Context: an optimization exercise on an open-source flow, tuned for small area. The choices shown serve that exercise and are no tape-out recipe.
Function was checked by simulation only, so behaviour that the tests miss may differ from the original.

==> flow/design.v (outline; a module is shown in full before it is edited, if it fits) <==
// module convolution: 6038 lines
// module FA: 4 lines
// module BSEL: 3 lines
// module BSEL0: 3 lines
// module HA: 4 lines
module convolution #(parameter BW1=16, BW2=16)
  (input iCLK, iRSTn, iWren,
   input signed [7:0] iX,
   input [7:0] iWeight,
   input [4:0] iADDR,
   output signed [BW2-1:0] oPsum);
  // ...
==> flow/flow/run.sh <==
#!/bin/bash
# The standard layout with two changes:
#  - after the standard synthesis, every combinational cell is swapped for the
#    smallest variant of its kind (same function and pins); the placement and
#    timing repairs later upsize what timing needs;
#  - clock tree synthesis adds no dummy loads and builds the tree from
#    clkbuf_8 cells over small sink clusters.
set -euo pipefail
export CTS_ARGS="-sink_clustering_enable -repair_clock_nets -dont_use_dummy_load -buf_list sky130_fd_sc_hd__clkbuf_8 -sink_clustering_size 14 -sink_clustering_max_diameter 60"
RES="$PWD/orfs/results/$FLOW_PLATFORM/convolution/base"
bash standard.sh synth > flow_synth.log 2>&1
cp "$RES/1_2_yosys.v" "$RES/1_2_yosys.std.v"
python3 flow/downsize.py "$FLOW_HOME/platforms/$FLOW_PLATFORM/lib/sky130_fd_sc_hd__tt_025C_1v80.lib" \
  "$RES/1_2_yosys.std.v" "$RES/1_2_yosys.v" > flow_downsize.log 2>&1
rm -f "$RES/1_synth.odb" "$RES/1_synth.sdc"
bash standard.sh > flow_standard.log 2>&1
==> flow/flow/downsize.py <==
#!/usr/bin/env python3
"""Rewrite a mapped sky130hd netlist so that every combinational cell uses the
smallest-area variant of its kind (same function and pins). Flip-flops, clock
cells and tie cells are left alone. Usage: downsize.py LIB IN.v OUT.v"""
import re, sys
lib, src, dst = sys.argv[1:4]
area, pins, cur = {}, {}, None
for l in open(lib):
    m = re.match(r'\s*cell\s*\(\s*"?(sky130_fd_sc_hd__\w+)"?\s*\)', l)
    if m:
        cur = m.group(1); pins[cur] = []
        continue
    m = re.match(r'\s*area\s*:\s*([\d.]+)', l)
    if m and cur and cur not in area:
        area[cur] = float(m.group(1))
    m = re.match(r'\s*pin\s*\(\s*"?(\w+)"?\s*\)', l)
    if m and cur:
        pins[cur].append(m.group(1))
skip = re.compile(r'__(df|edf|sdf|sedf|dl|clk|conb|tap|fill|decap|diode|probe|lpflow|ebuf|einv|macro|fa_|fah|ha_)')
best = {}
for c in area:
    m = re.match(r'(sky130_fd_sc_hd__\w+?)_(\d+)$', c)
    if not m or skip.search(c):
        continue
    base = m.group(1)
    if base not in best or area[c] < area[best[base]]:
        best[base] = c
t = open(src).read()
n = [0]
def rep(m):
    c = m.group(1)
    mm = re.match(r'(sky130_fd_sc_hd__\w+?)_(\d+)$', c)
    if mm and mm.group(1) in best and not skip.search(c):
        b = best[mm.group(1)]
        if b != c and sorted(pins[b]) == sorted(pins[c]):
            n[0] += 1
            return b + m.group(2)
    return m.group(0)
t = re.sub(r'^(\s*sky130_fd_sc_hd__\w+)(\s)', lambda m: rep(re.match(r'\s*(sky130_fd_sc_hd__\w+)(\s)', m.group(0))) if False else m.group(0), t, flags=re.M)
out = []
for line in t.split('\n'):
    m = re.match(r'^(\s*)(sky130_fd_sc_hd__\w+)(\s.*)$', line)
    if m:
        c = m.group(2)
        mm = re.match(r'(sky130_fd_sc_hd__\w+?)_(\d+)$', c)
        if mm and mm.group(1) in best and not skip.search(c):
            b = best[mm.group(1)]
            if b != c and sorted(pins[b]) == sorted(pins[c]):
                n[0] += 1
                line = m.group(1) + b + m.group(3)
    out.append(line)
open(dst, 'w').write('\n'.join(out))
print(f'downsized {n[0]} cells', file=sys.stderr)
==> flow/standard.sh <==
#!/bin/bash
# synth_recipe.tcl (not shown) runs the flow's synth.tcl, then flattens the netlist and writes it again
# the make line also repeats each setting of config.mk as NAME=value (left out here)
make -C /OpenROAD-flow-scripts/flow DESIGN_CONFIG=/design/flow/config.mk WORK_HOME=/design/flow/orfs CLKGATE_MAP_FILE= SYNTH_SCRIPT=/design/flow/synth_recipe.tcl "${@:-finish}"
==> flow/config.mk <==
export PLATFORM = sky130hd
export DESIGN_NAME = convolution
export DESIGN_NICKNAME = convolution
export VERILOG_FILES = /design/flow/design.v
export SDC_FILE = /design/flow/constraint.sdc
export NUM_CORES = 4
export LEC_CHECK = 0
export CAP_MARGIN = 20
export CORE_MARGIN = 2
export CORE_UTILIZATION = 40
export SLEW_MARGIN = 20
export SYNTH_HIERARCHICAL = 1
==> flow/constraint.sdc <==
create_clock -name core_clock -period 6.0 [get_ports {iCLK}]
set_input_delay 1.2000 -clock core_clock [delete_from_list [all_inputs] [get_ports {iCLK}]]
set_output_delay 1.2000 -clock core_clock [all_outputs]
set_load 0.01 [all_outputs]
==> impl_metrics.yaml, run 1 <==
finish:
  multi_input_area_share: 0.539
  syn_to_final_growth_pct: 9.88
  n_all_buffers: 249
  fillers: 15768
  final-instance-count-excl-fill: 8026
  seqCellArea_um2: 27800
  mostFrequentLayoutCell: "dfxtp_1"
timing:
  drv_slew: 0
  relSlewSlack: 0.322
  finalSetupViolCount: 0
  finalHoldWorstSlack_ps: 228
  setup_ws_ps: 257
  worstMarginPinSlew_ps: 1010
  rsz0062_at_grt: "no"
  hold_violations: 0
critical_path:
  critPathMaxStageDelay_ps: 560
  crit_arrival_ps: 6460
  worstRegToRegCells: 13
  critical_path.cell_chain: "inv_1 -> or3_1 -> o21ai_0 -> a22oi_1 -> xor2_1 -> fa_1 -> fa_1 -> fa_1 -> fa_1 -> fa_1 -> fa_1 -> fa_1 -> fa_1"
placement:
  placedCellCount: 7870
  port_buffers: 39
detailed_routing:
  num_vias: 42134
  wl_met1_um: 88100
  post-route-drc-count: 0
global_routing:
  grt_pass1_wl_um: 293000
outcome:
  status: "timing/DRC/antenna clean"
clocking:
  clock-root-buffer: "clkbuf_8"
job:
  cap_violations: 0
die:
  ioPinCount: 40
  die_w_um: 421
  core.rowCount: 152
synthesis:
  synth_area_um2: 69400
==> inputs of run 2 (changes only) <==
--- a/flow/config.mk
+++ b/flow/config.mk
@@ -8,5 +8,6 @@
 export CAP_MARGIN = 20
 export CORE_MARGIN = 2
 export CORE_UTILIZATION = 40
+export GPL_TIMING_DRIVEN = 0
 export SLEW_MARGIN = 20
 export SYNTH_HIERARCHICAL = 1
==> run 2 against run 1 <==
Compared with the run above:
- sequential cell count unchanged
- still clean
- die area did not move
- highest routed layer unchanged
- critical endpoint is now CS4_9_0
==> impl_metrics.yaml, run 2 <==
outcome:
  status: "timing/DRC/antenna clean"
clocking:
  clk_pin_slew_ps: 80
  numCtsBuffers: 136
  clk_path_buf_depth: 3
  cts_sinks: 1337
  tritoncts: "done"
  cts-resized-gates: 11
  clk_latency_ps: 890
  post-cts-setup-buffers: 0
  clock-root-buffer: "clkbuf_8"
  ctsHoldBuffers: 0
  htreeDepth: 4
critical_path:
  cp-end-kind: "register"
  worstRegToRegCells: 12
  worstPathRequired_ps: 6720
  crit_arrival_ps: 6580
  endpoint: "CS4_9_0"
  critical_path_class: "register to register"
  r2r_setup_slack_ps: 140
  critical_path.cell_chain: "inv_1 -> nor2_1 -> a22oi_1 -> xor2_1 -> fa_1 -> fa_1 -> fa_1 -> fa_1 -> fa_1 -> fa_1 -> fa_1 -> fa_1"
  setup.worst_path.start: "W19[1]"
  critPathMaxStageDelay_ps: 730
  slowest_stage: "dfrtp_1"
  start_kind: "register"
  crit_top_cell: "fa_1"
  crit_fanout: 12
  timing.rr.start: "W19[1]"
  r2r-end: "CS4_9_0"
global_routing:
  antenna_found_initial: 20
  grt_overflow_total: 0
  grt_pass1_vias: 42888
  grt_max_degree: 94
  grt_pass1_wl_um: 279000
  grtUsageTotal: 0.213
finish:
  final-instance-count-excl-fill: 7866
  layout-drive-gt1-share: 0.0404
  mostFrequentLayoutCell: "dfxtp_1"
  mostFrequentLayoutCells: "dfxtp_1 (1137), xor2_1 (999), fa_1 (957)"
  nNetsFinal: 6613
  syn_to_final_growth_pct: 8.30
  final_area_um2: 75200
die:
  dieArea_um2: 177000
  die_w_um: 421
  core.rowCount: 152
  start_util: 0.404
  die_y_um: 421
  ioPinCount: 40
  core_area_um2: 172000
placement:
  dp_hpwl_um: 146000
  placedCellCount: 7714
  postPlaceCellArea_um2: 73100
  port_buffers: 36
  post-place-ws_ps: -310
  gp_congestion: 0.964
timing:
  rsz0062_at_grt: "no"
  fin_crit_ps: 5860
  finalSetupViolCount: 0
  worstMarginPinSlew_ps: 1140
  setup_ws_ps: 135
  relSlewSlack: 0.230
  fin_setup_tns_ps: 0
  fin_skew_ps: 99.5
  fmax_mhz: 171
  hold_violations: 0
  drv_slew: 0
  fin_crit_sh: 0.977
detailed_routing:
  wl_um: 185000
  num_vias: 42187
  drt_iter0_markers: 3801
  post-route-drc-count: 0
  via_per_inst: 5.36
  ant_nets: 0
  route.detailed.wl_per_inst_um: 23.5
  drtPass1Iterations: 6
hold_path:
  hold_path_class: "input pin to asynchronous set/reset pin"
synthesis:
  avgSynthCellArea_um2: 13.0
  synthCells: 5319
  synth_area_um2: 69400
  ys.warnings.count: 7
job:
  cap_violations: 0
-- run 2: cell types whose count changed in the layout (fill, tap and decap cells not counted), moves of 5 or more --
| cell | change |
|---|---|
| dfrtp_1 | -48 |
| clkdlybuf4s50_1 | +5 |
| clkbuf_8 | -7 |
| buf_16 | +10 |
| clkbuf_2 | +17 |
| o21ai_0 | -13 |
| dfrtp_2 | +48 |
| o21ai_1 | +11 |
| clkbuf_1 | +23 |
| buf_1 | +5 |
| buf_4 | -216 |
-- run 2: worst min path at each step --
stage	end	slack [ps]	depth (start not counted)
after floorplan	P100[0]	310	0
after global placement	P22[1]	310	0
after detailed placement	P74[4]	310	0
after CTS	W21[7]	60	1
after global routing	W21[7]	100	1
final	W21[7]	170	1
-- run 2: final cells by class --
class                           count  area, µm²
Fill cell                       15943      96800
Multi-Input combinational cell   3826      41100
Sequential cell                  1337      27800
Tap cell                         2310       2890
Clock buffer                      136       1870
Timing Repair Buffer               49        693
Inverter                          149        559
Buffer                             44        185
Antenna cell                       15       37.5
-- run 2: critical path, delay by kind of cell, from the launching register on --
| kind | cells | cell delay (ps) |
|---|---|---|
| compound gates | 1 | 170 |
| fa+ha+maj | 8 | 3750 |
| simple gates | 1 | 590 |
| xor+xnor | 1 | 200 |
| buf+inv | 1 | 300 |
| flops | 1 | 730 |
-- run 2: per-layer routing --
layer / vias up / global-route usage / wire length [µm]
met4: 0 / 0.0654 / 5760
met2: 1505 / 0.324 / 83400
li1: 18623 / - / -
met1: 21779 / 0.307 / 82400
met3: 280 / 0.0393 / 13400
met5: - / 0 / 0
-- run 2: stage by stage --
stage	util	hold slack, ps
after floorplan	-	310
after global placement	0.423	309
after detailed placement	0.425	312
after CTS	0.436	62.3
after global routing	0.437	99.6
final	0.437	174
==> inputs of run 3 (changes only) <==
--- a/flow/flow/run.sh
+++ b/flow/flow/run.sh
@@ -6,7 +6,7 @@
 #  - clock tree synthesis adds no dummy loads and builds the tree from
 #    clkbuf_8 cells over small sink clusters.
 set -euo pipefail
-export CTS_ARGS="-sink_clustering_enable -repair_clock_nets -dont_use_dummy_load -buf_list sky130_fd_sc_hd__clkbuf_8 -sink_clustering_size 14 -sink_clustering_max_diameter 60"
+export CTS_ARGS="-sink_clustering_enable -repair_clock_nets -dont_use_dummy_load -buf_list sky130_fd_sc_hd__clkbuf_8 -sink_clustering_size 16 -sink_clustering_max_diameter 70"
 RES="$PWD/orfs/results/$FLOW_PLATFORM/convolution/base"
 bash standard.sh synth > flow_synth.log 2>&1
 cp "$RES/1_2_yosys.v" "$RES/1_2_yosys.std.v"
--- a/flow/config.mk
+++ b/flow/config.mk
@@ -7,7 +7,7 @@
 export LEC_CHECK = 0
 export CAP_MARGIN = 20
 export CORE_MARGIN = 2
-export CORE_UTILIZATION = 40
+export CORE_UTILIZATION = 50
 export GPL_TIMING_DRIVEN = 0
 export SLEW_MARGIN = 20
 export SYNTH_HIERARCHICAL = 1
==> run 3 against run 2 <==
Compared with the run above:
- non-clock buffer count rose by 4
- synthesized cell count did not move
- still clean
- critical path type unchanged
- highest routed layer is now met5
- cell area fell by 1.2%
==> impl_metrics.yaml, run 3 <==
global_routing:
  met2_usage: 0.403
  met3_usage: 0.0542
  grt_pass1_vias: 42338
  grt_pass1_wl_um: 281000
  antenna_found_initial: 18
  grtUsageTotal: 0.271
  use_met1: 0.406
  grt_most_used_layer: "met1"
  grt_max_degree: 86
  grt_overflow_total: 0
detailed_routing:
  wl_um: 188000
  drtPass1Iterations: 7
  via_per_inst: 5.73
  drt_iter0_markers: 3901
  ant_nets: 0
  post-route-drc-count: 0
  num_vias: 41929
  route.detailed.wl_per_inst_um: 25.7
die:
  start_util: 0.504
  die_w_um: 377
  ioPinCount: 40
  dieArea_um2: 142000
  core.rowCount: 136
  core_area_um2: 138000
  die_y_um: 377
placement:
  post-place-ws_ps: -497
  port_buffers: 36
  postPlaceCellArea_um2: 72600
  dp_hpwl_um: 148000
  gp_congestion: 0.992
  placedCellCount: 7203
critical_path:
  slowest_stage: "o21ai_0"
  critical_path.cell_chain: "nand2_1 -> o21ai_0 -> a22oi_1 -> xor2_1 -> fa_1 -> fa_1 -> fa_1 -> fa_1 -> fa_1 -> fa_1 -> fa_1 -> fa_1"
  crit_arrival_ps: 6610
  worstPathRequired_ps: 6720
  start_kind: "register"
  critPathMaxStageDelay_ps: 860
  cp-end-kind: "register"
  crit_top_cell: "fa_1"
  crit_fanout: 14
  critical_path_class: "register to register"
synthesis:
  synth_area_um2: 69400
  synthCells: 5319
  ys.warnings.count: 7
  avgSynthCellArea_um2: 13.0
timing:
  fin_setup_tns_ps: 0
  fin_crit_sh: 0.981
  hold_violations: 0
  fin_skew_ps: 110
  drv_slew: 0
  setup_ws_ps: 115
  finalSetupViolCount: 0
  relSlewSlack: 0.262
  worstMarginPinSlew_ps: 1090
  rsz0062_at_grt: "no"
  fmax_mhz: 170
  fin_crit_ps: 5880
hold_path:
  hold_path_class: "input pin to asynchronous set/reset pin"
clocking:
  cts_sinks: 1337
  htreeDepth: 3
  clk_latency_ps: 880
  clk_path_buf_depth: 3
  clock-root-buffer: "clkbuf_8"
  clk_pin_slew_ps: 100
  numCtsBuffers: 108
  tritoncts: "done"
finish:
  final_area_um2: 74200
  syn_to_final_growth_pct: 6.97
  final_core_util: 0.539
  mostFrequentLayoutCell: "dfxtp_1"
  nNetsFinal: 6589
  final-instance-count-excl-fill: 7320
  layout-drive-gt1-share: 0.0399
  mostFrequentLayoutCells: "dfxtp_1 (1137), xor2_1 (998), fa_1 (957)"
outcome:
  status: "timing/DRC/antenna clean"
job:
  cap_violations: 0
-- run 3: metrics by stage --
stage                     hold slack, ps
after global routing                 171
after floorplan                      310
final                                217
after CTS                            132
after detailed placement             312
after global placement               310
-- run 3: worst paths after layout --
path | from | endpoint | slack (ps) | depth (start not counted)
min in group core_clock | P115[2] | P116[2] | 260 | 0
max reg2reg | W8[3] | CS2_10_1 | 120 | 12
max | W8[3] | CS2_10_1 | 120 | 12
max in group asynchronous | iRSTn | W14[5] | 4420 | 3
min reg2reg | P115[2] | P116[2] | 260 | 0
min | iRSTn | W23[3] | 220 | 1
-- run 3: area by class of cell --
class	instances	area (µm²)
well taps	1794	2240
inverters	149	559
multi-input cells	3826	41100
flip-flops and latches	1337	27800
diodes	9	22.5
plain buffers	44	188
clock buffers	108	1490
fillers	11787	63400
repair buffers	53	763
-- run 3: worst max-delay path, delay by kind of cell (launching register included) --
family	cells	cell delay (ps)
simple gates	1	80
compound gates	2	1090
flops	1	610
fa+ha+maj	8	3760
xor+xnor	1	220
-- run 3: repair_timing --
action	4_1_cts	5_1_grt
hold buffers	0	0
setup buffers	0	0
pin swaps	0	0
resized for setup	21	83
hold endpoints to repair	0	0
setup endpoints to repair	29	60
-- run 3: per-layer routing --
metal	share of wire	vias up	wire, µm
met5	0.00012	-	23
met1	0.45	21672	85200
met4	0.025	4	4760
met3	0.078	231	14700
met2	0.44	1453	83600
li1	-	18569	-
==> inputs of run 4 (changes only) <==
--- a/flow/config.mk
+++ b/flow/config.mk
@@ -7,7 +7,7 @@
 export LEC_CHECK = 0
 export CAP_MARGIN = 20
 export CORE_MARGIN = 2
-export CORE_UTILIZATION = 50
+export CORE_UTILIZATION = 40
 export GPL_TIMING_DRIVEN = 0
 export SLEW_MARGIN = 20
 export SYNTH_HIERARCHICAL = 1
==> run 4 against run 3 <==
Compared with the run above:
- non-clock buffer count fell by 4
- setup slack improved by 21 ps
- still clean
- wire length fell by 1.9%
- register-to-register slack improved by 20 ps
- cell area rose by 0.75%
==> impl_metrics.yaml, run 4 <==
outcome:
  status: "timing/DRC/antenna clean"
global_routing:
  antenna_found_initial: 19
  grt_pass1_wl_um: 278000
  grt_overflow_total: 0
  grt_pass1_vias: 42758
  grtUsageTotal: 0.212
  grt_max_degree: 94
critical_path:
  timing.rr.start: "W22[3]"
  r2r-end: "CS5_10_1"
  critPathMaxStageDelay_ps: 640
  r2r_setup_slack_ps: 140
  cp_top_family: "adder cells"
  worstPathRequired_ps: 6700
  cp-end-kind: "register"
  crit_top_cell: "fa_1"
  critical_path.cell_chain: "inv_1 -> or3_1 -> o21ai_1 -> a22oi_1 -> xor2_1 -> fa_1 -> fa_1 -> fa_1 -> fa_1 -> fa_1 -> fa_1 -> fa_1 -> fa_1"
  path_buf_inv: 1
  start_kind: "register"
  crit_fanout: 13
  slowest_stage: "fa_1"
  worstRegToRegCells: 13
  crit_arrival_ps: 6570
  critical_path_class: "register to register"
clocking:
  post-cts-setup-buffers: 0
  htreeDepth: 3
  cts-resized-gates: 10
  clock-root-buffer: "clkbuf_8"
  tritoncts: "done"
  clk_pin_slew_ps: 110
  numCtsBuffers: 111
  clk_path_buf_depth: 3
  ctsHoldBuffers: 0
  clk_latency_ps: 870
  cts_sinks: 1337
die:
  die_y_um: 421
  die_w_um: 421
  core_area_um2: 172000
  dieArea_um2: 177000
  start_util: 0.404
  ioPinCount: 40
  core.rowCount: 152
synthesis:
  synth_area_um2: 69400
  ys.warnings.count: 7
  avgSynthCellArea_um2: 13.0
  synthCells: 5319
detailed_routing:
  via_per_inst: 5.35
  drt_iter0_markers: 3696
  drtPass1Iterations: 7
  wl_um: 185000
  route.detailed.wl_per_inst_um: 23.6
  ant_nets: 0
  num_vias: 41917
  post-route-drc-count: 0
timing:
  fin_skew_ps: 105
  rsz0062_at_grt: "no"
  finalSetupViolCount: 0
  hold_violations: 0
  relSlewSlack: 0.253
  worstMarginPinSlew_ps: 1110
  drv_slew: 0
  fin_setup_tns_ps: 0
  fin_crit_ps: 5860
  fmax_mhz: 171
  fin_crit_sh: 0.977
  finalHoldWorstSlack_ps: 212
placement:
  dp_hpwl_um: 146000
  gp_congestion: 0.964
  postPlaceCellArea_um2: 73100
  port_buffers: 36
finish:
  syn_to_final_growth_pct: 7.78
  final_area_um2: 74800
  layout-drive-gt1-share: 0.0357
  mostFrequentLayoutCell: "dfxtp_1"
  fillers: 15959
  mostFrequentLayoutCells: "dfxtp_1 (1137), xor2_1 (999), fa_1 (957)"
  nNetsFinal: 6588
job:
  cap_violations: 0
hold_path:
  hold_path_class: "input pin to asynchronous set/reset pin"
-- run 4: worst reg2reg max path, delay by kind of cell, from the launching register on --
kind                       cells  cell delay, ps
DFF                            1             580
xor gates and xnor gates       1             200
and+or+nand+nor                1             340
AOI/OAI and AO/OA              2             580
buffers and inverters          1             230
adders and majority gates      8            3790
-- run 4: layout make-up --
type                            instances  area [µm²]  share of cell area
Antenna cell                           10        25.0            0.000335
Tap cell                             2310        2890              0.0386
Buffer                                 44         185             0.00248
Multi-Input combinational cell       3826       41100               0.549
Sequential cell                      1337       27800               0.372
Clock buffer                          111        1530              0.0204
Timing Repair Buffer                   49         693             0.00927
Inverter                              149         559             0.00748
-- run 4: layer usage --
metal | global-route usage | part of all wire | up-vias
met1 | 0.307 | 0.45 | 21642
met3 | 0.0366 | 0.071 | 243
li1 | - | - | 18576
met5 | 0 | 0 | -
met2 | 0.324 | 0.45 | 1456
met4 | 0.0638 | 0.030 | 0
-- run 4: how the worst max path moves through the flow --
stage / start / to / slack [ps] / depth (start not counted)
after floorplan: W12[5] / CS3_9_0 / 640 / 13
after global placement: iRSTn / CS2_9_0 / -7380 / 10
after detailed placement: iRSTn / CS4_9_0 / -310 / 11
after CTS: W21[3] / CS5_10_1 / 2 / 13
after global routing: W19[7] / CS4_14_1 / 4 / 13
final: W22[3] / CS5_10_1 / 140 / 13
-- run 4: per-stage QoR --
step                      setup slack [ps]  instances   util
after floorplan                        639       5356      -
final                                  137       7836  0.435
after CTS                             1.85       7825  0.434
after global routing                  4.43       7832  0.435
after detailed placement              -310       7714  0.425
after global placement               -7380       7702  0.423

-- separate check: timing with driven ports --
Ports are ideal in the flow. The routed layouts listed here were re-timed in OpenROAD. Step 1 assumes that a clkbuf_16 drives the clock port and a buf_2 every other input. Step 2 times the ports against the registers' clock, not the clock port: input delays grow and output delays shrink by t, the midpoint of the rising clock arrivals with the driver on. Three values: no drivers, after step 1, after step 2; two values: the first two.
run | t (ns) | setup slack, ns | worst hold slack (ns) | worst setup path at the end | worst register clock-pin slew, ns
run 1 | 0.918 | 0.257 / 0.250 / 0.257 | 0.228 / 0.210 / 0.290 | register to register | 0.09 / 0.09
run 2 | 0.906 | 0.135 / 0.135 / -0.360 | 0.174 / 0.158 / 0.281 | input to register | 0.09 / 0.09
run 3 | 0.900 | 0.115 / 0.115 / -0.520 | 0.217 / 0.190 / 0.257 | input to register | 0.11 / 0.11
run 4 | 0.893 | 0.137 / 0.137 / -0.335 | 0.212 / 0.193 / 0.286 | input to register | 0.11 / 0.11
Met with ideal ports but missed after step 2: setup timing in run 2, run 3 and run 4. For run 3, which loses most, drivers alone change the setup slack by 0.000 ns; drivers and shift together by -0.635 ns.
